Source: an optimization exercise on an open RTL-to-GDS flow (aim: small area). Production flows keep margins and buffers that such runs may drop.
In this exercise RTL edits were held to simulation tests only and were not proved equivalent to the original.
Power figures rest on the tool's default switching activity, not on a simulated workload.

==> flow/design.v <==
module DigitTo7Seg(input unsigned [3:0] digit, output reg [6:0] segment);
	always@(digit)
	begin
		case(digit)
		4'h1: segment = 7'b1111001;
		4'h2: segment = 7'b0100100;
		4'h3: segment = 7'b0110000;
		4'h4: segment = 7'b0011001;
		4'h5: segment = 7'b0010010;
		4'h6: segment = 7'b0000010;
		4'h7: segment = 7'b1111000;
		4'h8: segment = 7'b0000000;
		4'h9: segment = 7'b0011000;
		4'ha: segment = 7'b0001000;
		4'hb: segment = 7'b0000011;
		4'hc: segment = 7'b1000110;
		4'hd: segment = 7'b0100001;
		4'he: segment = 7'b0000110;
		4'hf: segment = 7'b0001110;
		4'h0: segment = 7'b1000000;
		endcase
end
endmodule
module TimeTo7Seg(input unsigned [5:0] minutes, hours, output [6:0] segment0, segment1, segment2, segment3);
	wire [5:0] minutesOne, minutesTen, hoursOne, hoursTen;
	assign minutesOne = minutes % 4'd10;
	DigitTo7Seg digitTo7Seg0(minutesOne[3:0], segment0);
	assign minutesTen = minutes / 4'd10;
	DigitTo7Seg digitTo7Seg1(minutesTen[3:0], segment1);
	assign hoursOne = hours % 4'd10;
	DigitTo7Seg digitTo7Seg2(hoursOne[3:0], segment2);
	assign hoursTen = hours / 4'd10;
	DigitTo7Seg digitTo7Seg3(hoursTen[3:0], segment3);
endmodule
module TimeOfDay
	#(parameter CounterMax = 50,
	  parameter MicroSecondsMax = 1000,
	  parameter MilliSecondsMax = 1000)
	(input reset, clk_50MHz, incrementMinutes, incrementHours, output reg unsigned [5:0] minutes, hours);
	integer counter;
	integer microSeconds;
	integer milliSeconds;
	integer seconds;
	reg incrementMinutesOld;
	reg incrementHoursOld;
	always@(posedge clk_50MHz or posedge reset)
	begin
		if(reset)
		begin
			counter = 0;
			microSeconds = 0;
			milliSeconds = 0;
			seconds = 0;
			minutes = 0;
			hours = 0;
			incrementMinutesOld = 0;
			incrementHoursOld = 0;
		end
		else
		begin
			if(incrementMinutes && !incrementMinutesOld)
			begin
				minutes = minutes + 1'b1;
			end
			incrementMinutesOld = incrementMinutes;
			if(incrementHours && !incrementHoursOld)
			begin
				hours = hours + 1'b1;
			end
			incrementHoursOld = incrementHours;
			counter = counter + 1;
			if(counter >= CounterMax)
			begin
				microSeconds = microSeconds + 1;
				counter = 0;
			end
			if(microSeconds >= MicroSecondsMax)
			begin
				milliSeconds = milliSeconds + 1;
				microSeconds = 0;
			end
			if(milliSeconds >= MilliSecondsMax)
			begin
				seconds = seconds + 1;
				milliSeconds = 0;
			end
			if(seconds >= 60)
			begin
				minutes = minutes + 1'b1;
				seconds = 0;
			end
			if(minutes >= 60)
			begin
				hours = hours + 1'b1;
				minutes = 0;
			end
			if(hours >= 24)
			begin
				hours = 0;
			end
		end
	end
endmodule
module UartTx
	#(parameter ClockFrequency = 1000000,
	  parameter BaudRate = 9600,
	  parameter NrOfDataBits = 8)
	(input reset,
     input clock,
	 input startTransmission,
	 input [NrOfDataBits-1 : 0] dataBits,
	 output reg ready,
     output reg tx);
	localparam TxStartBit=2'b01, TxDataBits=2'b10, TxStopBit=2'b11;
	integer txClockCounter;
	integer bitCounter;
	reg [1:0] state;
	reg startTransmissionSyncronized;
	always@(posedge clock or posedge reset)
	begin
		if(reset)
		begin
			txClockCounter = 0;
			bitCounter = 0;
			state = TxStartBit;
			startTransmissionSyncronized = 0;
			ready = 1;
			tx = 1;
		end
		else
		begin
			if(startTransmission)
			begin
				startTransmissionSyncronized = 1;
			end
			if(txClockCounter < (ClockFrequency/(BaudRate)-1))
			begin
				txClockCounter = txClockCounter + 1;
			end
			else
			begin
				txClockCounter = 0;
				case(state)
				TxStartBit:
				begin
					if(startTransmissionSyncronized)
					begin
						startTransmissionSyncronized = 0;
						ready = 0;
						tx = 0;
						bitCounter = 0;
						state = TxDataBits;
					end
				end	
				TxDataBits:
				begin
					tx = dataBits[bitCounter];
					bitCounter = bitCounter + 1;
					if(bitCounter >= NrOfDataBits)
					begin
						state = TxStopBit;
					end
				end
				TxStopBit:
				begin
					tx = 1;
					ready = 1;
					state = TxStartBit;
				end
			endcase
			end
		end
	end
endmodule
module clock_top(
	input clk,
	input rst_n,
	input [3:1] key_n,
	input [9:0] sw,
	output [6:0] hex0,
	output [6:0] hex1,
	output [6:0] hex2,
	output [6:0] hex3,
	output [7:0] ledg
);
	wire [3:0] KEY = {key_n, rst_n};
	assign ledg[0] = (~KEY[3:0]) || sw[9:8] || 0;
	assign ledg[7:3] = 5'b00000;
	wire [5:0] minutes, hours;
	TimeOfDay#(
	.CounterMax(24),
	.MicroSecondsMax(10),
	.MilliSecondsMax(10))
	timeOfDay(!KEY[0], clk, !KEY[2], !KEY[3], minutes, hours);
	TimeTo7Seg timeTo7Seg(minutes, hours, hex0, hex1, hex2, hex3);
	UartTx#(
	.ClockFrequency(24_000_000),
	.BaudRate(9600),
	.NrOfDataBits(8))
	uartTx(
		.reset(!KEY[0]),
		.clock(clk),
		.startTransmission(!KEY[1]),
		.dataBits(sw[7:0]),
		.ready(ledg[1]),
		.tx(ledg[2])
	);
endmodule
==> flow/run.sh <==
#!/bin/bash
# synth_recipe.tcl (not shown) runs the flow's synth.tcl, then flattens the netlist and writes it again
# the make line also repeats each setting of config.mk as NAME=value (left out here)
make -C /OpenROAD-flow-scripts/flow DESIGN_CONFIG=/design/flow/config.mk WORK_HOME=/design/flow/orfs CLKGATE_MAP_FILE= SYNTH_SCRIPT=/design/flow/synth_recipe.tcl finish
==> flow/config.mk <==
export PLATFORM = sky130hd
export DESIGN_NAME = clock_top
export DESIGN_NICKNAME = clock_top
export VERILOG_FILES = /design/flow/design.v
export SDC_FILE = /design/flow/constraint.sdc
export NUM_CORES = 4
export LEC_CHECK = 0
export CAP_MARGIN = 20
export CORE_MARGIN = 2
export CORE_UTILIZATION = 40
export SLEW_MARGIN = 20
==> flow/constraint.sdc <==
create_clock -name core_clock -period 15.0 [get_ports {clk}]
set_input_delay 3.0000 -clock core_clock [delete_from_list [all_inputs] [get_ports {clk}]]
set_output_delay 3.0000 -clock core_clock [all_outputs]
set_load 0.01 [all_outputs]
==> notes.md <==
Synth:
- Yosys attributes the largest share of cell area to dfrtp_1 (34%), nor2_1 (6.9%), xnor2_1 (6.0%).
- By count the netlist is led by nor2_1 (280), dfrtp_1 (208), nand2_1 (168).
- The area of the mapped netlist is 15200 µm².
- The dominant synthesized flop cell is dfrtp_1.
- The number of enable-type register cells in the synthesized netlist is 0.
- The adder-cell share of the synthesized area is 3.63%.
- The fraction of synthesis flops using an asynchronous set or reset pin is 100%.
- Of the synthesized area, sequential elements account for 34.9%.
- The library cell occupying the most area in the post-synthesis netlist is dfrtp_1.
- Summing the areas of all compound-gate instances in the mapped netlist gives 13.6% of the synthesized area.
- Yosys instantiated no cell more often than nor2_1.
- The fraction of synthesized cell area taken by the top area cell type is 34.4%.
- By area, the combinational part of the netlist is dominated by simple AND/OR/NAND/NOR gates.
- Summing the areas of all xor and xnor instances in the mapped netlist gives 10.9% of the synthesized area.
- After synthesis, the share of cell area in mux cells is 2.61%.
- The mean area per synthesized cell is 8.27 µm².
- Synthesis instantiated 94 different standard cells from the library.
- In this run, synthesis produced a sequential element count of 211.
- The count of yosys warnings during synthesis is 3.
- The number of cells produced by synthesis is 1833.
- The simple-gate share of the synthesized area is 29.6%.

Power:
- The internal power of the cells totals 1.23 mW.
- VDD sags by at most 0.0893 mV.
- Power spread over the standard cell area amounts to 104 nW/µm².
- The combinational fraction of design power is 27.1%.
- Summed over all cells, the static leakage comes to 7.06 nW.
- The part of the power in the clock network is 38.8%.
- Of the total power, registers draw 34.1%.
- Summed over all nets, the switching power comes to 0.508 mW.
- The proportion of total power due to net switching is 29.2%.

Routing:
- After detailed routing, the average wire length per cell comes to 15.1 µm.
- The first routing iteration left 797 violations.
- The remaining antenna violation count is 0.
- After detailed routing, the number of vias per cell comes to 5.52.
- In the routed design, unresolved DRC markers number 0.
- The routed design has 35200 µm of wire.
- The first TritonRoute pass finished after 5 iterations.
- The number of vias after detailed routing is 12900.

Floorplanning:
- The width of the chip is 199 µm.
- For this configuration, the core starts out at a cell density of 40.4%.
- The overall die height is 199 µm.
- Row generation in the floorplan step produced 71 rows.
- The die covers 39500 µm².
- 51 I/O pins were placed.
- The core area is 37500 µm².

Setup path:
- The worst setup path is launched from a register.
- The worst register-to-register path has a setup slack of 6.19 ns.
- The depth of the worst register-to-register path is 24.
- The element type at the critical path end is a register.
- For the worst setup path, the data required time is 15.43 ns.
- The largest fanout on the critical path is 16.
- The critical register-to-register path endpoint is timeOfDay.hours[3].
- The worst register-to-register path begins at timeOfDay.counter[0].
- The critical path arrival is 9.24 ns.
- The path type of the worst setup path is register to register.

GRT:
- The number of global-route vias before repair is 11900.
- The number of antenna violations at the first check in global routing was 0.
- Entering global routing, the biggest net connects 64 pins.
- The first-pass GRT wire length is 59200 µm.
- For this run, the total global-route usage over all layers was measured as 17.8%.
- The final global-route overflow total is 0.

Cells and area:
- With fillers left out, the area of the finished cells amounts to 16800 µm².
- After the last flow step, the layout net total stands at 1866.
- The area taken by multi-input logic gates is 9190 µm².
- The area taken by flip-flops and latches is 5280 µm².
- The number of fill cells is 3690.
- Compared with the post-synthesis result, the final layout area differs by 10.6%.
- The share of cells above drive strength 1 is 6.63%.
- The final antenna diode count is 0.

Outcome:
- The run finished with no timing, DRC or antenna violations.

Clock network:
- Clock tree synthesis inserted a total of 25 buffers.
- The post-cts sizing count is 0.
- The TritonCTS clock tree is yes.
- CTS built an H-tree with a depth of 1.
- The clock passes through at most 3 buffers.
- The number of hold-repair buffers added at the cts stage is 0.
- The number of setup buffers added after CTS is 0.
- The root buffer selected by CTS is clkbuf_16.
- The clock-pin transition on the worst setup and hold timing paths is 0.06 ns.
- The insertion delay to the later sink of the worst-skew pair is 0.54 ns.
- The clock net sink count is 211.

STA:
- The final count of hold timing violations is 0.
- The clock arrives with 0.0103 ns of skew.
- Timing would allow up to 0.114 GHz.
- In the final timing run, aggregate negative setup slack is 0 ns.
- Across all hold checks on the routed design, the worst slack comes to 0.485 ns.
- For the pin with the worst max-slew slack, the measured transition is 0.897 ns.
- The number of max-slew violations in the final report is 0.
- Setup repair after global routing left no endpoint under its margin.
- The final critical-path share of the clock period is 58.7%.
- The count of endpoints failing setup in the final report is 0.
- The worst slew slack as a fraction of its limit is 40.0%.
- For the finished layout, the period the worst path requires is 8.81 ns.

Place:
- The placed instances occupy a cell area of 15800 µm².
- The post-detailed-placement half-perimeter wirelength is 24700 µm.
- The total of buffers placed on input and output ports is 45.
- The routability congestion estimate is 0.900.

Min path:
- The path class of the lowest-slack min-delay path is register to register.
- The end point of the most critical hold path is uartTx.tx.
- The worst hold path passes through 2 cells.
- In this run the most critical hold path is launched from uartTx.tx.

Job:
- The tool flagged a number of max-cap violations equal to 0.
[area by class of cell]
class	instances	share of cell area, %
clock buffers	31	4.11
clock inverters	15	1.40
flip-flops and latches	211	31.5
multi-input cells	1465	54.9
repair buffers	57	3.24
inverters	47	1.05
well taps	511	3.81
[through the flow]
stage	setup slack, ns	power [mW]	instances	util (%)
after floorplan	7.80	0.885	1838	-
after global placement	6.61	1.07	2290	42.2
after detailed placement	6.30	1.08	2290	42.2
after CTS	6.23	1.77	2336	44.7
after global routing	5.56	1.85	2337	44.7
final	6.19	1.74	2337	44.7
[logic make-up (layout without fill, tap and decap cells)]
| kind of cell | after synthesis | in the layout |
|---|---|---|
| XOR/XNOR | 188 | 188 |
| adder cells (fa/ha/maj) | 44 | 44 |
| multiplexers | 36 | 36 |
| buffers and inverters | 162 | 150 |
| AND/OR/NAND/NOR | 892 | 892 |
| AO/OA/AOI/OAI | 299 | 299 |
| flip-flops | 211 | 211 |
| other | 1 | 6 |
[routing by layer]
metal	track usage, %	wire length, µm	vias up
met1	25.6	17200	6208
met2	28.5	16100	233
met3	2.03	1180	45
met5	0	0	-
li1	-	-	6415
met4	4.31	725	0
[power by group through the flow]
stage	Combinational (mW)	Sequential [mW]	Clock (mW)
2_1_floorplan	0.291	0.594	0
6_report	0.472	0.594	0.677
3_5_place_dp	0.475	0.604	0
4_1_cts	0.478	0.594	0.700
5_1_grt	0.535	0.596	0.722
3_3_place_gp	0.467	0.604	0
[cells in the final DEF (no fill, tap or decap), types with 28 or more instances in the layout]
cell               n
a21oi_1           47
a22o_1            28
nor2_1           279
nand2_1          168
clkdlybuf4s50_1   44
xor2_1            84
ha_1              44
o21ai_0           71
xnor2_1          103
and3_1            57
dfrtp_1          208
and2_1            34
nor3_1            55
nand3_1          112
inv_1             45
nand4_1           46
[registers in the layout (all words and copies together) (netlist names)]
signal and cells:
uartTx.txClockCounter 32, timeOfDay.counter 32, timeOfDay.milliSeconds 32, timeOfDay.incrementMinutesOld 1
timeOfDay.hours 6, timeOfDay.minutes 6, timeOfDay.microSeconds 32, timeOfDay.incrementHoursOld 1
uartTx.tx 1, timeOfDay.seconds 32, uartTx.bitCounter 32, uartTx.startTransmissionSyncronized 1
uartTx.state 2, uartTx.ready 1
[critical path, cell delays in order, from the launching register on]
cell	delay (ns)
dfrtp_1	0.47
ha_1	0.33
nand4_2	0.24
or4_1	0.70
or3_1	0.45
a211o_1	0.34
nor4b_4	0.27
nand3_2	0.26
nand2_1	0.58
o211ai_1	0.27
or4_1	0.62
o21ai_2	0.41
mux2i_1	0.27
nand4b_1	0.11
or4_4	0.50
o21ai_2	0.41
or3_1	0.21
xor2_1	0.37
inv_1	0.16
a21o_1	0.22
or3_1	0.39
xor2_1	0.37
and2_1	0.41
a211oi_1	0.13
o21a_1	0.20
[worst max-delay path by stage]
stage | start | end | slack (ns)
2_1_floorplan | timeOfDay.hours[4] | hex2[3] | 7.80
3_3_place_gp | timeOfDay.counter[0] | timeOfDay.hours[3] | 6.61
3_5_place_dp | timeOfDay.counter[0] | timeOfDay.hours[3] | 6.30
4_1_cts | timeOfDay.counter[0] | timeOfDay.hours[3] | 6.23
5_1_grt | timeOfDay.counter[16] | timeOfDay.hours[1] | 5.56
6_report | timeOfDay.counter[0] | timeOfDay.hours[3] | 6.19

-- what the ideal ports hide --
No port has a modelled driver above. Below, the same layout with a new extraction and two added sets of constraints. Step 1, drivers: a clkbuf_16 drives clk and a buf_2 each remaining input, both assumed. Step 2 times the ports against the registers' clock, not the clock port: input delays grow and output delays shrink by t, the midpoint of the rising clock arrivals with the driver on. a / b / c = ideal / step 1 / step 2; a / b = the first two.
t (ns): 0.581
setup slack, ns: 6.191 / 6.191 / 6.191
worst hold slack (ns): 0.485 / 0.485 / 0.485
slew at the worst register clock pin (ns): 0.06 / 0.06
cell pins on the clock port's net: 1
After both steps setup and hold are still met in this run. For this run, drivers alone change the setup slack by 0.000 ns; drivers and shift together by 0.000 ns.
